This design comes from an exercise in tuning for small area on the open sky130 flow, not from production work. Only simulation tests tie the RTL to the original design; equivalence was not proved.

## design/flow/design.v

```verilog
module DIS (
    input CLK,
    input RSTBAR,
    input TOG,
    input [15:0] IN,
    output [1:0] ENBAR,
    output [6:0] SEG1,
    output [6:0] SEG2,
    output [6:0] SEG3
);
    reg p;
    reg pos_r;
    reg in15_r;
    reg [14:0] in_r;
    always @(posedge CLK, negedge RSTBAR)
        if (!RSTBAR) begin
            p <= 1'b0;
            pos_r <= 1'b0;
            in15_r <= 1'b0;
        end else begin
            p <= ~p;
            pos_r <= ~(TOG & IN[15]);
            in15_r <= IN[15];
        end
    always @(posedge CLK)
        in_r <= IN[14:0];
    assign ENBAR = {p, ~p};
    wire neg_r = ~pos_r;
    wire blank = neg_r & ~in15_r;
    wire [15:0] x = {in15_r, in_r};
    wire [15:0] t;
    assign t[0] = 1'b0;
    genvar i;
    generate for (i = 1; i < 16; i = i + 1) begin : ng
        assign t[i] = t[i-1] | (neg_r & x[i-1]);
    end endgenerate
    wire [15:0] mag = x ^ t;
    function [3:0] dstep;
        input [2:0] r;
        input [0:0] b;
        begin
            dstep[3] = (r[2] & r[0]) | (r[2] & b[0]);
            dstep[2] = (r[0] & b[0]) | (~r[2] & r[0]) | (r[2] & ~r[1] & ~b[0]);
            dstep[1] = (~r[2] & b[0]) | (r[2] & r[0] & ~b[0]);
            dstep[0] = (~r[1] & r[0]) | (~r[2] & b[0]) | (r[2] & ~b[0]);
        end
    endfunction
    function [3:0] dstepF;
        input [2:0] r;
        input [0:0] b;
        begin
            dstepF[3] = (r[2] & r[0]) | (r[2] & b[0]);
            dstepF[2] = (~r[2] & b[0]) | (r[2] & r[0] & ~b[0]);
            dstepF[1] = (r[2] & r[1]) | (r[1] & ~b[0]) | (~r[2] & ~r[1] & b[0]);
            dstepF[0] = (r[0]) | (~r[2] & b[0]) | (r[2] & ~b[0]);
        end
    endfunction
    wire [14:0] qq0;
    reg [2:0] r0_0;
    always @* case (mag[15:14])
        2'd0: r0_0 = 3'd0;
        2'd1: r0_0 = 3'd3;
        2'd2: r0_0 = 3'd4;
        2'd3: r0_0 = 3'd7;
        default: r0_0 = 3'd0;
    endcase
    assign qq0[14] = 1'b0;
    assign qq0[13] = 1'b0;
    wire [2:0] r0_1;
    assign {qq0[12], r0_1} = dstep(r0_0, mag[13]);
    wire [2:0] r0_2;
    assign {qq0[11], r0_2} = dstep(r0_1, mag[12]);
    wire [2:0] r0_3;
    assign {qq0[10], r0_3} = dstep(r0_2, mag[11]);
    wire [2:0] r0_4;
    assign {qq0[9], r0_4} = dstep(r0_3, mag[10]);
    wire [2:0] r0_5;
    assign {qq0[8], r0_5} = dstep(r0_4, mag[9]);
    wire [2:0] r0_6;
    assign {qq0[7], r0_6} = dstep(r0_5, mag[8]);
    wire [2:0] r0_7;
    assign {qq0[6], r0_7} = dstep(r0_6, mag[7]);
    wire [2:0] r0_8;
    assign {qq0[5], r0_8} = dstep(r0_7, mag[6]);
    wire [2:0] r0_9;
    assign {qq0[4], r0_9} = dstep(r0_8, mag[5]);
    wire [2:0] r0_10;
    assign {qq0[3], r0_10} = dstep(r0_9, mag[4]);
    wire [2:0] r0_11;
    assign {qq0[2], r0_11} = dstep(r0_10, mag[3]);
    wire [2:0] r0_12;
    assign {qq0[1], r0_12} = dstep(r0_11, mag[2]);
    wire [2:0] r0_13;
    assign {qq0[0], r0_13} = dstepF(r0_12, mag[1]);
    wire [3:0] d0 = {r0_13, mag[0]};
    wire [12:0] q1 = qq0[12:0];
    wire [11:0] qq1;
    reg [2:0] r1_0;
    always @* case (q1[12:11])
        2'd0: r1_0 = 3'd0;
        2'd1: r1_0 = 3'd3;
        2'd2: r1_0 = 3'd4;
        2'd3: r1_0 = 3'd7;
        default: r1_0 = 3'd0;
    endcase
    assign qq1[11] = 1'b0;
    assign qq1[10] = 1'b0;
    wire [2:0] r1_1;
    assign {qq1[9], r1_1} = dstep(r1_0, q1[10]);
    wire [2:0] r1_2;
    assign {qq1[8], r1_2} = dstep(r1_1, q1[9]);
    wire [2:0] r1_3;
    assign {qq1[7], r1_3} = dstep(r1_2, q1[8]);
    wire [2:0] r1_4;
    assign {qq1[6], r1_4} = dstep(r1_3, q1[7]);
    wire [2:0] r1_5;
    assign {qq1[5], r1_5} = dstep(r1_4, q1[6]);
    wire [2:0] r1_6;
    assign {qq1[4], r1_6} = dstep(r1_5, q1[5]);
    wire [2:0] r1_7;
    assign {qq1[3], r1_7} = dstep(r1_6, q1[4]);
    wire [2:0] r1_8;
    assign {qq1[2], r1_8} = dstep(r1_7, q1[3]);
    wire [2:0] r1_9;
    assign {qq1[1], r1_9} = dstep(r1_8, q1[2]);
    wire [2:0] r1_10;
    assign {qq1[0], r1_10} = dstepF(r1_9, q1[1]);
    wire [3:0] d1 = {r1_10, q1[0]};
    wire [9:0] q2 = qq1[9:0];
    wire [8:0] qq2;
    reg [2:0] r2_0;
    always @* case (q2[9:8])
        2'd0: r2_0 = 3'd0;
        2'd1: r2_0 = 3'd3;
        2'd2: r2_0 = 3'd4;
        2'd3: r2_0 = 3'd7;
        default: r2_0 = 3'd0;
    endcase
    assign qq2[8] = 1'b0;
    assign qq2[7] = 1'b0;
    wire [2:0] r2_1;
    assign {qq2[6], r2_1} = dstep(r2_0, q2[7]);
    wire [2:0] r2_2;
    assign {qq2[5], r2_2} = dstep(r2_1, q2[6]);
    wire [2:0] r2_3;
    assign {qq2[4], r2_3} = dstep(r2_2, q2[5]);
    wire [2:0] r2_4;
    assign {qq2[3], r2_4} = dstep(r2_3, q2[4]);
    wire [2:0] r2_5;
    assign {qq2[2], r2_5} = dstep(r2_4, q2[3]);
    wire [2:0] r2_6;
    assign {qq2[1], r2_6} = dstep(r2_5, q2[2]);
    wire [2:0] r2_7;
    assign {qq2[0], r2_7} = dstepF(r2_6, q2[1]);
    wire [3:0] d2 = {r2_7, q2[0]};
    wire [6:0] q3 = qq2[6:0];
    wire [5:0] qq3;
    reg [2:0] r3_0;
    always @* case (q3[6:4])
        3'd0: r3_0 = 3'd0;
        3'd1: r3_0 = 3'd3;
        3'd2: r3_0 = 3'd4;
        3'd3: r3_0 = 3'd7;
        3'd4: r3_0 = 3'd5;
        default: r3_0 = 3'd0;
    endcase
    assign qq3[5] = 1'b0;
    assign qq3[4] = 1'b0;
    assign qq3[3] = 1'b0;
    wire [2:0] r3_1;
    assign {qq3[2], r3_1} = dstep(r3_0, q3[3]);
    wire [2:0] r3_2;
    assign {qq3[1], r3_2} = dstep(r3_1, q3[2]);
    wire [2:0] r3_3;
    assign {qq3[0], r3_3} = dstepF(r3_2, q3[1]);
    wire [3:0] d3 = {r3_3, q3[0]};
    wire [2:0] q4 = qq3[2:0];
    reg [2:0] r4;
    always @* case (q4[2:1])
        2'd0: r4 = 3'd0;
        2'd1: r4 = 3'd7;
        2'd2: r4 = 3'd3;
        2'd3: r4 = 3'd5;
        default: r4 = 3'd0;
    endcase
    wire [3:0] d4 = {r4, q4[0]};
    wire [4:0] z = {d4 == 4'b0000, d3 == 4'b0000, d2 == 4'b0000, d1 == 4'b0000, d0 == 4'b0000};
    wire nz1 = ~&z[4:1];
    wire nz2 = ~&z[4:2];
    wire nz3 = ~&z[4:3];
    wire nz4 = ~z[4];
    localparam [3:0] MINUS = 4'b0101;
    localparam [3:0] BLANK = 4'b0100;
    wire [3:0] c0 = blank ? BLANK : d0;
    wire [3:0] c1 = nz1 ? d1 : neg_r ? MINUS : BLANK;
    wire [3:0] c2 = blank ? BLANK : nz2 ? d2 : (neg_r & nz1) ? MINUS : BLANK;
    wire [3:0] c3 = nz3 ? d3 : (neg_r & nz2) ? MINUS : BLANK;
    wire [3:0] c4 = blank ? BLANK : nz4 ? d4 : (neg_r & nz3) ? MINUS : BLANK;
    wire [3:0] c5 = (neg_r & nz4) ? MINUS : BLANK;
    function [6:0] seg;
        input [3:0] c;
        case (c)
            4'b0000: seg = 7'b1000000;
            4'b0001: seg = 7'b1111001;
            4'b0010: seg = 7'b0000000;
            4'b0011: seg = 7'b0010000;
            4'b0100: seg = 7'b1111111;
            4'b0101: seg = 7'b0111111;
            4'b0110: seg = 7'b0011001;
            4'b0111: seg = 7'b0010010;
            4'b1000: seg = 7'b1111111;
            4'b1001: seg = 7'b1111111;
            4'b1010: seg = 7'b0000010;
            4'b1011: seg = 7'b1111000;
            4'b1100: seg = 7'b1111111;
            4'b1101: seg = 7'b1111111;
            4'b1110: seg = 7'b0100100;
            4'b1111: seg = 7'b0110000;
        endcase
    endfunction
    assign SEG1 = seg(p ? c1 : c0);
    assign SEG2 = seg(p ? c3 : c2);
    assign SEG3 = seg(p ? c5 : c4);
endmodule
```

## design/flow/flow/run.sh

```bash
#!/bin/bash
# Own layout flow: the standard flow (standard.sh) with these changes:
#  - synthesis runs synth_recipe.tcl unchanged, except that adders are not
#    extracted into ha/fa cells and the final ABC technology mapping is run
#    once per script in flow/abc*.script, keeping the smallest result;
#  - port buffers use sky130_fd_sc_hd__buf_1 (every port still gets one).
# Each tool's output goes to a log file in the work folder.
set -euo pipefail
W=$PWD
cat > "$W/my_synth.tcl" <<T
proc extract_fa {args} {}
proc abc {args} {
  set i [lsearch -exact \$args -script]
  design -save pre_abc
  set best_area 1e18
  foreach s [lsort [glob $W/flow/abc*.script]] {
    design -load pre_abc
    lset args [expr {\$i + 1}] \$s
    yosys abc {*}\$args
    tee -q -o $W/abc_stat.txt stat {*}\$::lib_args
    set f [open $W/abc_stat.txt r]
    set txt [read \$f]
    close \$f
    regexp {Chip area for module \S+: ([0-9.]+)} \$txt -> area
    puts "ABC script \$s: area \$area"
    if {\$area < \$best_area} {
      set best_area \$area
      design -save best_abc
    }
  }
  design -load best_abc
  puts "ABC best area \$best_area"
}
source $W/synth_recipe.tcl
T
bash standard.sh SYNTH_SCRIPT="$W/my_synth.tcl" synth > "$W/synth.log" 2>&1
bash standard.sh SYNTH_SCRIPT="$W/my_synth.tcl" \
  BUFFER_PORTS_ARGS="-buffer_cell sky130_fd_sc_hd__buf_1" finish > "$W/layout.log" 2>&1
test -f out/final.def
```

## design/flow/flow/abc0.script

```
strash; dc2; dch -f; amap; strash; dc2; dch -f; amap; topo
```

## design/flow/flow/abc1.script

```
strash; &get -n; &deepsyn -T 100 -S 1; &put; dch -f; amap; topo
```

## design/flow/flow/abc2.script

```
strash; &get -n; &deepsyn -T 100 -S 2; &put; dch -f; amap; topo
```

## design/flow/flow/abc3.script

```
strash; &get -n; &deepsyn -T 100 -S 3; &put; dch -f; amap; topo
```

## design/flow/flow/abc4.script

```
strash; &get -n; &deepsyn -T 100 -S 4; &put; dch -f; amap; topo
```

## design/flow/standard.sh

```bash
#!/bin/bash
# synth_recipe.tcl (not shown) runs the flow's synth.tcl, then flattens the netlist and writes it again
# the make line also repeats each setting of config.mk as NAME=value (left out here)
make -C /OpenROAD-flow-scripts/flow DESIGN_CONFIG=/design/flow/config.mk WORK_HOME=/design/flow/orfs CLKGATE_MAP_FILE= SYNTH_SCRIPT=/design/flow/synth_recipe.tcl "${@:-finish}"
```

## design/flow/config.mk

```make
export PLATFORM = sky130hd
export DESIGN_NAME = DIS
export DESIGN_NICKNAME = DIS
export VERILOG_FILES = /design/flow/design.v
export SDC_FILE = /design/flow/constraint.sdc
export NUM_CORES = 4
export LEC_CHECK = 0
export ABC_AREA = 1
export CAP_MARGIN = 20
export CORE_MARGIN = 2
export CORE_UTILIZATION = 40
export CTS_BUF_LIST = sky130_fd_sc_hd__clkbuf_4
export SLEW_MARGIN = 20
```

## design/flow/constraint.sdc

```tcl
create_clock -name core_clock -period 20.0 [get_ports {CLK}]
set_input_delay 4.0000 -clock core_clock [delete_from_list [all_inputs] [get_ports {CLK}]]
set_output_delay 4.0000 -clock core_clock [all_outputs]
set_load 0.01 [all_outputs]
```

==> impl_metrics.yaml, run 1 <==
status:
  status: "no timing/DRC/antenna violations"
setup_path:
  critPathKind: "reg -> out"
  rr_worst_depth: 1
  r2r_slack_ns: 19.10
  timing.critical_path.fanout_max: 14
  cpMaxStageDelayCell: "dfrtp_1"
  timing.rr.end: "p"
  crit_required_ns: 16.00
  endpoint_kind: "primary output"
  critPathMaxStageDelay_ns: 0.66
  start_kind: "register"
  cp.arrival_ns: 10.57
  cp_common_cell: "nor2_1"
  r2r_start: "p"
sta:
  fin_crit_sh_pct: 72.8
  relSlewSlack_pct: 59.6
  rsz0062_at_grt: "no"
  setup_viol: 0
  finalHoldViolCount: 0
  layout_min_cycle_time_ns: 14.57
  worst_clock_skew_ns: 0
  setup_tns_ns: 0
  drv_slew: 0
  worstMarginPinSlew_ns: 0.600
  max_freq_mhz: 68.7
  fin_ws_ns: 5.43
cts:
  clock_path_buffers: 2
  cts_tree: "done"
  cts_made_buffers: 3
  h-tree-depth: 1
  path_clk_slew_ns: 0.10
  insertion_delay_ns: 0.30
  cts.sinks: 18
  ctsHoldBuffers: 0
  post_cts_resized: 0
  cts.root.buffer_cell: "clkbuf_4"
  cts_setup_buffers: 0
synthesis:
  yosys_warnings: 1
  synth-seq-area-share_pct: 17.2
  synth_area_sq_um: 2190
  synth_cells: 411
  synth_top_area_cell: "nor2_1"
  synth-seq-cells: 18
  syn_nets: 430
  avgSynthCellArea_sq_um: 5.32
  synthTopCellsByArea: "nor2_1 (23%), o21ai_0 (15%), dfxtp_1 (14%), a21oi_1 (8.9%), clkinv_1 (7.7%)"
  ys_types: 31
  synth_top_area_share_pct: 23.0
die:
  die_w_um: 77.9
  core_sq_um: 5200
  die_area_sq_um: 6080
  start_util_pct: 42.0
  ios: 42
  die_h_um: 77.9
  num_rows: 26
placement:
  port_buffers: 41
  dp_hpwl_um: 4250
  pre_cts_ws_ns: 5.95
  gp_congestion: 0.834
worst_hold_path:
  min_from: "p"
  hold_end: "p"
  holdPathStages: 1
  worstHoldPathType: "reg -> reg"
routing:
  ant_nets: 0
  vias_per_cell: 5.17
  via_count: 2715
  firstDrtPassIters: 4
  wl_um: 5090
  drtIter0Drc: 123
  post-route-drc-count: 0
  routedWlPerCell_um: 9.69
global_route:
  grt_pass1_wl_um: 8890
  grtUsageTotal_pct: 17.1
  first_global_vias: 2218
  grt_max_degree: 15
  grt_overflow: 0
  grt_antenna_before_repair: 0
final_layout:
  final_cell_mix: "nor2_1 (134), o21ai_0 (65), clkinv_1 (46)"
  area_delta_synth_final_pct: 12.1
  drive_above_1_share_pct: 0.879
  final_common_cell: "nor2_1"
  final_nets: 475
  diodes: 0
flow_run:
  cap_violations: 0
[worst max-delay path, delay by kind of cell (launching register included)]
kind | cells | cell delay (ns)
simple gates | 22 | 2.49
flops | 1 | 0.66
compound gates | 27 | 5.60
buf+inv | 10 | 1.50
[cell families after synthesis]
group / count (synthesis) / synth area share, %
AND/OR/NAND/NOR: 198 / 35.9
AO/OA/AOI/OAI: 147 / 38.3
buffers and inverters: 47 / 8.24
flip-flops: 18 / 17.2
XOR/XNOR: 1 / 0.401
[synthesized netlist by cell type, drive strengths merged]
| cell type | n |
|---|---|
| o221ai | 1 |
| or2 | 3 |
| and2 | 2 |
| nor3 | 7 |
| nand2 | 42 |
| nor2b | 6 |
| nor2 | 134 |
| a222oi | 1 |
| clkinv | 45 |
| a32oi | 2 |
| o22a | 2 |
| or3 | 1 |
| a211oi | 1 |
| o22ai | 12 |
| a31oi | 6 |
| a21o | 1 |
| xor2 | 1 |
| o21bai | 1 |
| o32ai | 1 |
| a21oi | 39 |
| dfrtp | 3 |
| o21a | 6 |
| a22oi | 5 |
| o32a | 1 |
| a2111oi | 2 |
| nand3 | 3 |
| dfxtp | 15 |
| buf | 2 |
| o21ai | 65 |
| o31a | 1 |
[per-layer routing]
| metal | track usage [%] | up-vias | wire [um] | share of wire [%] |
|---|---|---|---|---|
| met4 | 4.91 | 0 | 57 | 1.1 |
| li1 | - | 1507 | - | - |
| met3 | 1.05 | 5 | 251 | 4.9 |
| met1 | 23.3 | 1144 | 2570 | 51 |
| met5 | 0 | - | 0 | 0 |
| met2 | 29.0 | 59 | 2210 | 43 |
[stage by stage]
step / instances / utilization, % / hold WS (ns) / area [sq um]
3_3_place_gp: 521 / 46.6 / 0.673 / 2420
6_report: 525 / 47.1 / 0.686 / 2450
4_1_cts: 525 / 47.1 / 0.670 / 2450
3_5_place_dp: 521 / 46.6 / 0.648 / 2420
5_1_grt: 525 / 47.1 / 0.721 / 2450
2_1_floorplan: 411 / - / 0.602 / 2190
[how the worst max path moves through the flow]
stage,endpoint,slack [ns],start
after floorplan,SEG2[1],7.39,in_r[0]
after global placement,SEG2[1],6.09,in_r[0]
after detailed placement,SEG2[1],5.95,pos_r
after CTS,SEG2[1],5.52,in_r[0]
after global routing,SEG2[1],3.78,in_r[0]
final,SEG2[1],5.43,pos_r
[state kept, by name, summed over array words and instances (netlist names)]
name and count:
in15_r 1, in_r 15, p 1, pos_r 1
[area by class of cell]
type / instances / area (sq um)
well taps: 70 / 87.6
clock buffers: 3 / 22.5
fillers: 567 / 2750
flip-flops and latches: 18 / 375
repair buffers: 42 / 161
inverters: 45 / 169
clock inverters: 1 / 3.75
multi-input cells: 346 / 1630
==> run 2, diff against run 1 <==
==> design/flow/flow/abc_s14.script (new file) <==
strash; &get -n; &deepsyn -T 90 -S 14; &put; dch -f; amap; topo
==> design/flow/flow/abc_s26.script (new file) <==
strash; &get -n; &deepsyn -T 90 -S 26; &put; dch -f; amap; topo
--- a/design/flow/config.mk
+++ b/design/flow/config.mk
@@ -10,4 +10,5 @@
 export CORE_MARGIN = 2
 export CORE_UTILIZATION = 40
 export CTS_BUF_LIST = sky130_fd_sc_hd__clkbuf_4
+export GPL_TIMING_DRIVEN = 0
 export SLEW_MARGIN = 20
removed: design/flow/flow/abc0.script
removed: design/flow/flow/abc1.script
removed: design/flow/flow/abc2.script
removed: design/flow/flow/abc3.script
removed: design/flow/flow/abc4.script
==> impl_metrics.yaml, run 2 <==
status:
  status: "no timing/DRC/antenna violations"
placement:
  pre_cts_ws_ns: 3.20
  placed_cells: 500
  port_buffers: 41
  dp_hpwl_um: 4080
  gp_congestion: 0.864
synthesis:
  synth_cells: 389
  synthTopCellsByArea: "nor2_1 (23%), dfxtp_1 (14%), o21ai_0 (13%), a21oi_1 (9.4%), clkinv_1 (7.1%)"
  ys.flop_type: "dfxtp_1"
  async_reset_ff_share_pct: 16.7
  yosys_warnings: 1
  synth-seq-cells: 18
  synth_most_common_cell: "nor2_1"
  synth_edf_count: 0
  ys_types: 30
  synthTopCellsByCount: "nor2_1 (130), o21ai_0 (56), a21oi_1 (40), clkinv_1 (40), nand2_1 (31)"
  synth-seq-area-share_pct: 17.7
  synth_area_sq_um: 2120
  avgSynthCellArea_sq_um: 5.45
  synth_top_area_cell: "nor2_1"
  syn_nets: 408
  synth_top_area_share_pct: 23.0
die:
  ios: 42
  num_rows: 26
  core_sq_um: 5110
  die_area_sq_um: 5900
  die_w_um: 76.8
  start_util_pct: 41.5
  die_h_um: 76.8
final_layout:
  diodes: 0
  n_fill_cell: 560
  final_common_cell: "nor2_1"
  seqCellArea_sq_um: 375
  area_delta_synth_final_pct: 12.6
  fin_cells: 504
  final_cell_mix: "nor2_1 (130), o21ai_0 (56), buf_1 (42)"
  final_nets: 454
  top_register: "in_r"
  largest_register_ffs: 15
  drive_above_1_share_pct: 0.922
  multi_input_area_sq_um: 1580
cts:
  cts_made_buffers: 3
  cts_setup_buffers: 0
  cts.root.buffer_cell: "clkbuf_4"
  post_cts_resized: 0
  cts.sinks: 18
  path_clk_slew_ns: 0.09
  insertion_delay_ns: 0.27
  h-tree-depth: 1
  clock_path_buffers: 2
  ctsHoldBuffers: 0
  cts_tree: "done"
global_route:
  grt_max_degree: 18
  grtUsageTotal_pct: 17.0
  grt_antenna_before_repair: 0
  grt_overflow: 0
  first_global_vias: 2205
  grt_pass1_wl_um: 8750
sta:
  layout_min_cycle_time_ns: 17.16
  fin_ws_ns: 2.84
  setup_viol: 0
  max_freq_mhz: 58.3
  relSlewSlack_pct: 36.8
  drv_slew: 0
  fin_crit_sh_pct: 85.8
  finalHoldViolCount: 0
  rsz0062_at_grt: "no"
  worst_clock_skew_ns: 0
  setup_tns_ns: 0
  worstMarginPinSlew_ns: 0.938
routing:
  routedWlPerCell_um: 9.72
  via_count: 2589
  firstDrtPassIters: 5
  vias_per_cell: 5.14
  ant_nets: 0
  post-route-drc-count: 0
  drtIter0Drc: 126
  wl_um: 4900
flow_run:
  cap_violations: 0
worst_hold_path:
  worstHoldPathType: "reg -> reg"
setup_path:
  critPathKind: "reg -> out"
  endpoint_kind: "primary output"
  timing.critical_path.fanout_max: 17
  cp_num_buf_inv: 9
  cp_common_cell: "nor2_1"
  critPathTopFamily: "compound AO/OA/AOI/OAI gates"
  critPathMaxStageDelay_ns: 0.72
  cpMaxStageDelayCell: "dfrtp_1"
  cp.arrival_ns: 13.16
  crit_required_ns: 16.00
  start_kind: "register"
## run 2: cell count changes in the layout (fill, tap and decap cells not counted), sizes merged, moves of 3 or more
cell    change
o21ai       -9
nor2        -4
o21bai      +3
clkinv      -5
nand2      -11
## run 2: path summary, 6_finish.rpt
| kind | cells after the start | endpoint | start | slack (ns) |
|---|---|---|---|---|
| max reg2reg | 1 | p | p | 19.03 |
| max | 76 | SEG1[4] | pos_r | 2.84 |
| min reg2reg | 1 | p | p | 0.73 |
| min | 1 | p | p | 0.73 |
| max in group asynchronous | 1 | in15_r | RSTBAR | 16.32 |
| min in group asynchronous | 1 | pos_r | RSTBAR | 3.52 |
## run 2: logic make-up after synthesis
| kind of cell | after synthesis | share of synthesized area [%] |
|---|---|---|
| compound gates | 147 | 40.6 |
| flops | 18 | 17.7 |
| buf+inv | 42 | 7.61 |
| simple gates | 182 | 34.1 |
## run 2: layout make-up
class,count,share of cell area (%)
clock buffers,3,0.943
repair buffers,41,6.45
multi-input cells,329,66.3
well taps,70,3.67
plain buffers,2,0.472
flip-flops and latches,18,15.7
inverters,40,6.29
clock inverters,1,0.157
## run 2: metal layers
metal / GRT usage, % / wire length [um] / up-vias
met4: 3.64 / 19 / 0
met3: 0.471 / 243 / 2
met2: 27.5 / 2110 / 50
li1: - / - / 1444
met1: 25.1 / 2520 / 1093
met5: 0 / 0 / -
## run 2: per-stage QoR
step                hold WS, ns  utilization [%]  cell area [sq um]
detailed placement        0.704             46.2               2360
CTS                       0.728             46.7               2390
floorplan                 0.616                -               2120
global route              0.776             46.7               2390
global placement          0.711             46.2               2360
finish                    0.726             46.7               2390
==> run 3, diff against run 2 <==
==> design/flow/flow/abc_s36.script (new file) <==
strash; &get -n; &deepsyn -T 90 -S 36; &put; dch -f; amap; topo
==> design/flow/flow/abc_s44.script (new file) <==
strash; &get -n; &deepsyn -T 90 -S 44; &put; dch -f; amap; topo
==> design/flow/flow/abc_s8.script (new file) <==
strash; &get -n; &deepsyn -T 90 -S 8; &put; dch -f; amap; topo
--- a/design/flow/config.mk
+++ b/design/flow/config.mk
@@ -10,5 +10,4 @@
 export CORE_MARGIN = 2
 export CORE_UTILIZATION = 40
 export CTS_BUF_LIST = sky130_fd_sc_hd__clkbuf_4
-export GPL_TIMING_DRIVEN = 0
 export SLEW_MARGIN = 20
==> impl_metrics.yaml, run 3 <==
status:
  status: "no timing/DRC/antenna violations"
synthesis:
  synthTopCellsByArea: "nor2_1 (23%), dfxtp_1 (14%), o21ai_0 (13%), a21oi_1 (9.4%), clkinv_1 (7.1%)"
  synth_top_area_share_pct: 23.0
  ys_types: 30
  async_reset_ff_share_pct: 16.7
  avgSynthCellArea_sq_um: 5.45
  ys.flop_type: "dfxtp_1"
  synth_area_sq_um: 2120
  synth_top_area_cell: "nor2_1"
  synth_most_common_cell: "nor2_1"
  yosys_warnings: 1
  synth_cells: 389
  syn_nets: 408
  synth-seq-area-share_pct: 17.7
  synth_edf_count: 0
  synth-seq-cells: 18
  synthTopCellsByCount: "nor2_1 (130), o21ai_0 (56), a21oi_1 (40), clkinv_1 (40), nand2_1 (31)"
cts:
  cts.sinks: 18
  ctsHoldBuffers: 0
  cts_made_buffers: 3
  clock_path_buffers: 2
  insertion_delay_ns: 0.27
  cts_tree: "done"
  path_clk_slew_ns: 0.09
  post_cts_resized: 0
  h-tree-depth: 1
  cts.root.buffer_cell: "clkbuf_4"
  cts_setup_buffers: 0
die:
  num_rows: 26
  ios: 42
  start_util_pct: 41.5
  die_area_sq_um: 5900
  die_w_um: 76.8
  die_h_um: 76.8
  core_sq_um: 5110
setup_path:
  cpMaxStageDelayCell: "dfrtp_1"
  crit_required_ns: 16.00
  cp.arrival_ns: 13.20
  rr_worst_depth: 1
  start_kind: "register"
  startpoint: "pos_r"
  cp_common_cell: "nor2_1"
  timing.rr.end: "p"
  timing.critical_path.fanout_max: 17
  r2r_slack_ns: 19.03
  critPathKind: "reg -> out"
  critPathMaxStageDelay_ns: 0.72
  endpoint_kind: "primary output"
  r2r_start: "p"
routing:
  vias_per_cell: 5.19
  post-route-drc-count: 0
  wl_um: 4890
  drtIter0Drc: 180
  ant_nets: 0
  routedWlPerCell_um: 9.72
  via_count: 2609
  firstDrtPassIters: 4
final_layout:
  largest_register_ffs: 15
  final_core_util_pct: 46.7
  final_common_cell: "nor2_1"
  final_nets: 453
  drive_above_1_share_pct: 0.924
  area_delta_synth_final_pct: 12.5
  top_register: "in_r"
  seqCellArea_sq_um: 375
  diodes: 0
  multi_input_area_sq_um: 1580
  n_fill_cell: 584
  final_cell_mix: "nor2_1 (130), o21ai_0 (56), clkinv_1 (41), buf_1 (41), a21oi_1 (40)"
global_route:
  grt_pass1_wl_um: 9040
  grtUsageTotal_pct: 17.4
  grt_antenna_before_repair: 0
  grt_max_degree: 18
  grt_overflow: 0
  first_global_vias: 2276
placement:
  dp_hpwl_um: 4070
  port_buffers: 41
  gp_congestion: 0.829
sta:
  fin_crit_sh_pct: 86.0
  worstMarginPinSlew_ns: 0.577
  whs_ns: 0.726
  setup_tns_ns: 0
  max_freq_mhz: 58.1
  layout_min_cycle_time_ns: 17.20
  worst_clock_skew_ns: 0
  drv_slew: 0
  rsz0062_at_grt: "no"
  setup_viol: 0
  finalHoldViolCount: 0
  relSlewSlack_pct: 61.1
flow_run:
  cap_violations: 0
worst_hold_path:
  holdPathStages: 1
  min_from: "p"
  hold_end: "p"
  worstHoldPathType: "reg -> reg"
[run 3: worst max-delay path by stage]
| stage | endpoint | cells after the start |
|---|---|---|
| floorplan | SEG1[4] | 75 |
| global placement | SEG1[4] | 76 |
| detailed placement | SEG1[4] | 76 |
| CTS | SEG1[4] | 76 |
| global route | SEG1[4] | 76 |
| finish | SEG1[4] | 76 |
[run 3: cell type report]
| type | instances | area share [%] |
|---|---|---|
| timing repair buffer | 42 | 6.77 |
| sequential | 18 | 15.7 |
| inverter | 40 | 6.30 |
| tap | 70 | 3.67 |
| clock buffer | 3 | 0.945 |
| multi-input combinational | 329 | 66.4 |
| clock inverter | 1 | 0.157 |
[run 3: logic make-up after synthesis]
family                 Yosys count  share of synthesized area (%)
AO/OA/AOI/OAI                  147                           40.6
buffers and inverters           42                           7.61
flip-flops                      18                           17.7
AND/OR/NAND/NOR                182                           34.1
[run 3: metrics by stage]
stage	cells	setup WS (ns)	instance area (sq um)
CTS	503	2.85	2380
global placement	499	3.57	2360
detailed placement	499	3.22	2360
global route	503	0.386	2380
floorplan	389	5.17	2120
finish	503	2.80	2380
[run 3: critical path, delay by kind of cell (launching register included)]
family	cells	cell delay, ns
flops	1	0.72
compound gates	29	6.13
buf+inv	9	1.50
simple gates	38	4.55
[run 3: layer usage]
layer	part of all wire (%)	vias up	routed length [um]	track usage [%]
met5	0	-	0	0
met4	0.39	0	19	4.18
met3	3.6	2	178	0.941
met2	43	50	2110	29.5
met1	53	1106	2580	24.1
li1	-	1451	-	-
==> run 4, diff against run 3 <==
==> design/flow/flow/abc1.script (new file) <==
strash; &get -n; &deepsyn -T 90 -S 1; &put; dch -f; amap; topo
==> design/flow/flow/abc2.script (new file) <==
strash; &get -n; &deepsyn -T 90 -S 2; &put; dch -f; amap; topo
==> design/flow/flow/abc3.script (new file) <==
strash; &get -n; &deepsyn -T 90 -S 3; &put; dch -f; amap; topo
==> design/flow/flow/abc4.script (new file) <==
strash; &get -n; &deepsyn -T 90 -S 4; &put; dch -f; amap; topo
==> design/flow/flow/abc5.script (new file) <==
strash; &get -n; &deepsyn -T 90 -S 5; &put; dch -f; amap; topo
==> design/flow/flow/abc6.script (new file) <==
strash; &get -n; &deepsyn -T 90 -S 6; &put; dch -f; amap; topo
==> design/flow/flow/abc7.script (new file) <==
strash; &get -n; &deepsyn -T 90 -S 7; &put; dch -f; amap; topo
==> design/flow/flow/abc8.script (new file) <==
strash; &get -n; &deepsyn -T 90 -S 8; &put; dch -f; amap; topo
removed: design/flow/flow/abc_s14.script
removed: design/flow/flow/abc_s26.script
removed: design/flow/flow/abc_s36.script
removed: design/flow/flow/abc_s44.script
removed: design/flow/flow/abc_s8.script
==> impl_metrics.yaml, run 4 <==
status:
  status: "no timing/DRC/antenna violations"
sta:
  drv_slew: 0
  worst_clock_skew_ns: 0
  fin_ws_ns: 3.98
  relSlewSlack_pct: 65.6
  whs_ns: 0.651
  layout_min_cycle_time_ns: 16.02
  setup_viol: 0
  max_freq_mhz: 62.4
  fin_crit_sh_pct: 80.1
  setup_tns_ns: 0
  worstMarginPinSlew_ns: 0.516
  rsz0062_at_grt: "no"
  finalHoldViolCount: 0
worst_hold_path:
  min_from: "p"
  hold_end: "p"
  worstHoldPathType: "reg -> reg"
  holdPathStages: 1
synthesis:
  ys_types: 27
  yosys_warnings: 1
  syn_nets: 417
  async_reset_ff_share_pct: 16.7
  synth_cells: 398
  synthTopCellsByArea: "nor2_1 (25%), dfxtp_1 (14%), o21ai_0 (13%), a21oi_1 (7.9%), clkinv_1 (6.4%)"
  synth-seq-area-share_pct: 17.4
  ys.flop_type: "dfxtp_1"
  avgSynthCellArea_sq_um: 5.41
  synth_edf_count: 0
  synth_area_sq_um: 2150
  synthTopCellsByCount: "nor2_1 (141), o21ai_0 (58), clkinv_1 (37)"
  synth_top_area_cell: "nor2_1"
  synth_top_area_share_pct: 24.6
  synth_most_common_cell: "nor2_1"
  synth-seq-cells: 18
setup_path:
  cp_common_cell: "nor2_1"
  endpoint_kind: "primary output"
  cp.arrival_ns: 12.02
  cp.depth: 73
  r2r_start: "p"
  critPathKind: "reg -> out"
  timing.critical_path.fanout_max: 16
  start_kind: "register"
  rr_worst_depth: 1
  critPathTopFamily: "compound AO/OA/AOI/OAI gates"
  cp_num_buf_inv: 9
  r2r_slack_ns: 19.14
  cpMaxStageDelayCell: "dfrtp_1"
  critPathMaxStageDelay_ns: 0.68
  crit_required_ns: 16.00
  timing.rr.end: "p"
die:
  num_rows: 26
  die_h_um: 77.4
  die_area_sq_um: 5990
  core_sq_um: 5140
  start_util_pct: 41.9
  die_w_um: 77.4
  ios: 42
global_route:
  grt_busiest_layer: "met2"
  first_global_vias: 2302
  grt_antenna_before_repair: 0
  grtUsageMet2_pct: 31.8
  grt_overflow: 0
  met1_usage_pct: 20.0
  grt_max_degree: 17
  grtUsageTotal_pct: 17.0
  met3_usage_pct: 3.49
  grt_pass1_wl_um: 8820
final_layout:
  top_register: "in_r"
  drive_above_1_share_pct: 0.905
  final_cell_mix: "nor2_1 (141), o21ai_0 (58), buf_1 (41)"
  area_delta_synth_final_pct: 12.3
  final_common_cell: "nor2_1"
  diodes: 0
  largest_register_ffs: 15
  final_nets: 462
cts:
  cts.sinks: 18
  cts_tree: "done"
  path_clk_slew_ns: 0.09
  cts.root.buffer_cell: "clkbuf_4"
  cts_made_buffers: 3
  cts_setup_buffers: 0
  post_cts_resized: 0
  clock_path_buffers: 2
  ctsHoldBuffers: 0
  insertion_delay_ns: 0.28
  h-tree-depth: 1
routing:
  post-route-drc-count: 0
  drtIter0Drc: 90
  wl_um: 5090
  vias_per_cell: 5.07
  via_count: 2595
  firstDrtPassIters: 4
  routedWlPerCell_um: 9.94
  ant_nets: 0
placement:
  gp_congestion: 0.838
  pre_cts_ws_ns: 4.33
  port_buffers: 41
  dp_hpwl_um: 4330
flow_run:
  cap_violations: 0
-- run 4: cell types whose count changed after synthesis, moves of 2 or more --
cell	before	now
a21oi_1	40	34
a22o_1	0	2
a22oi_1	4	2
a31o_1	2	0
clkinv_1	40	37
nand2_1	31	33
nor2_1	130	141
nor2b_1	4	10
o21a_1	5	7
o21ai_0	56	58
o21bai_1	4	1
o32a_1	2	5
-- run 4: cell families (layout without fill, tap and decap cells) --
| kind of cell | Yosys count | count (layout) | share of synthesized area [%] |
|---|---|---|---|
| buffers and inverters | 39 | 83 | 6.97 |
| AOI/OAI and AO/OA | 140 | 140 | 38.1 |
| DFF | 18 | 18 | 17.4 |
| and+or+nand+nor | 201 | 201 | 37.5 |
-- run 4: area by class of cell --
class                           count  area [sq um]
Multi-Input combinational cell    341          1630
Sequential cell                    18           375
Fill cell                         578          2720
Tap cell                           70          87.6
Clock buffer                        3          22.5
Timing Repair Buffer               42           161
Inverter                           37           139
Clock inverter                      1          3.75
-- run 4: worst max-delay path by stage --
stage / start / slack [ns] / endpoint
floorplan: pos_r / 5.88 / SEG1[4]
global placement: pos_r / 4.61 / SEG1[4]
detailed placement: pos_r / 4.33 / SEG1[4]
CTS: pos_r / 3.96 / SEG1[4]
global route: pos_r / 1.75 / SEG1[4]
finish: pos_r / 3.98 / SEG1[4]
-- run 4: metrics by stage --
stage | cell area [sq um] | cells | utilization [%]
after global routing | 2420 | 512 | 47.1
after detailed placement | 2390 | 508 | 46.5
after floorplan | 2150 | 398 | -
final | 2420 | 512 | 47.1
after global placement | 2390 | 508 | 46.5
after CTS | 2420 | 512 | 47.1
-- run 4: per-layer routing --
layer  share of wire [%]  wire [um]  vias up
li1                    -          -     1474
met1                  48       2440     1069
met2                  47       2380       48
met3                 4.4        224        4
met4                0.75         38        0
met5                   0          0        -

==> what the ideal ports hide <==
The results above use ideal ports. As a check the final layouts listed here were re-extracted and re-timed, cells and wires unchanged. Step 1 (the two cells are an assumption about what drives the block):
set clk [get_ports {CLK}]
set_driving_cell -lib_cell sky130_fd_sc_hd__clkbuf_16 $clk
set_driving_cell -lib_cell sky130_fd_sc_hd__buf_2 [delete_from_list [all_inputs] $clk]
Step 2 moves the port delays by t, midway between the first and last clock arrival at a register: inputs arrive t later, outputs are due t later. That takes back most of the time a late clock gives input paths. a / b / c = ideal ports / drivers / drivers and shift; a / b = the first two.
run | t, ns | setup WS [ns] | worst hold slack (ns) | worst slew at a driven data input, ns
run 1 | 0.319 | 5.435 / 5.413 / 5.732 | 0.686 / 0.686 / 0.686 | 0.03
run 2 | 0.295 | 2.842 / 2.823 / 3.118 | 0.726 / 0.726 / 0.726 | 0.03
run 3 | 0.292 | 2.801 / 2.782 / 3.075 | 0.726 / 0.726 / 0.726 | 0.03
run 4 | 0.304 | 3.983 / 3.962 / 4.266 | 0.651 / 0.651 / 0.651 | 0.03
After both steps every run listed still meets setup and hold.
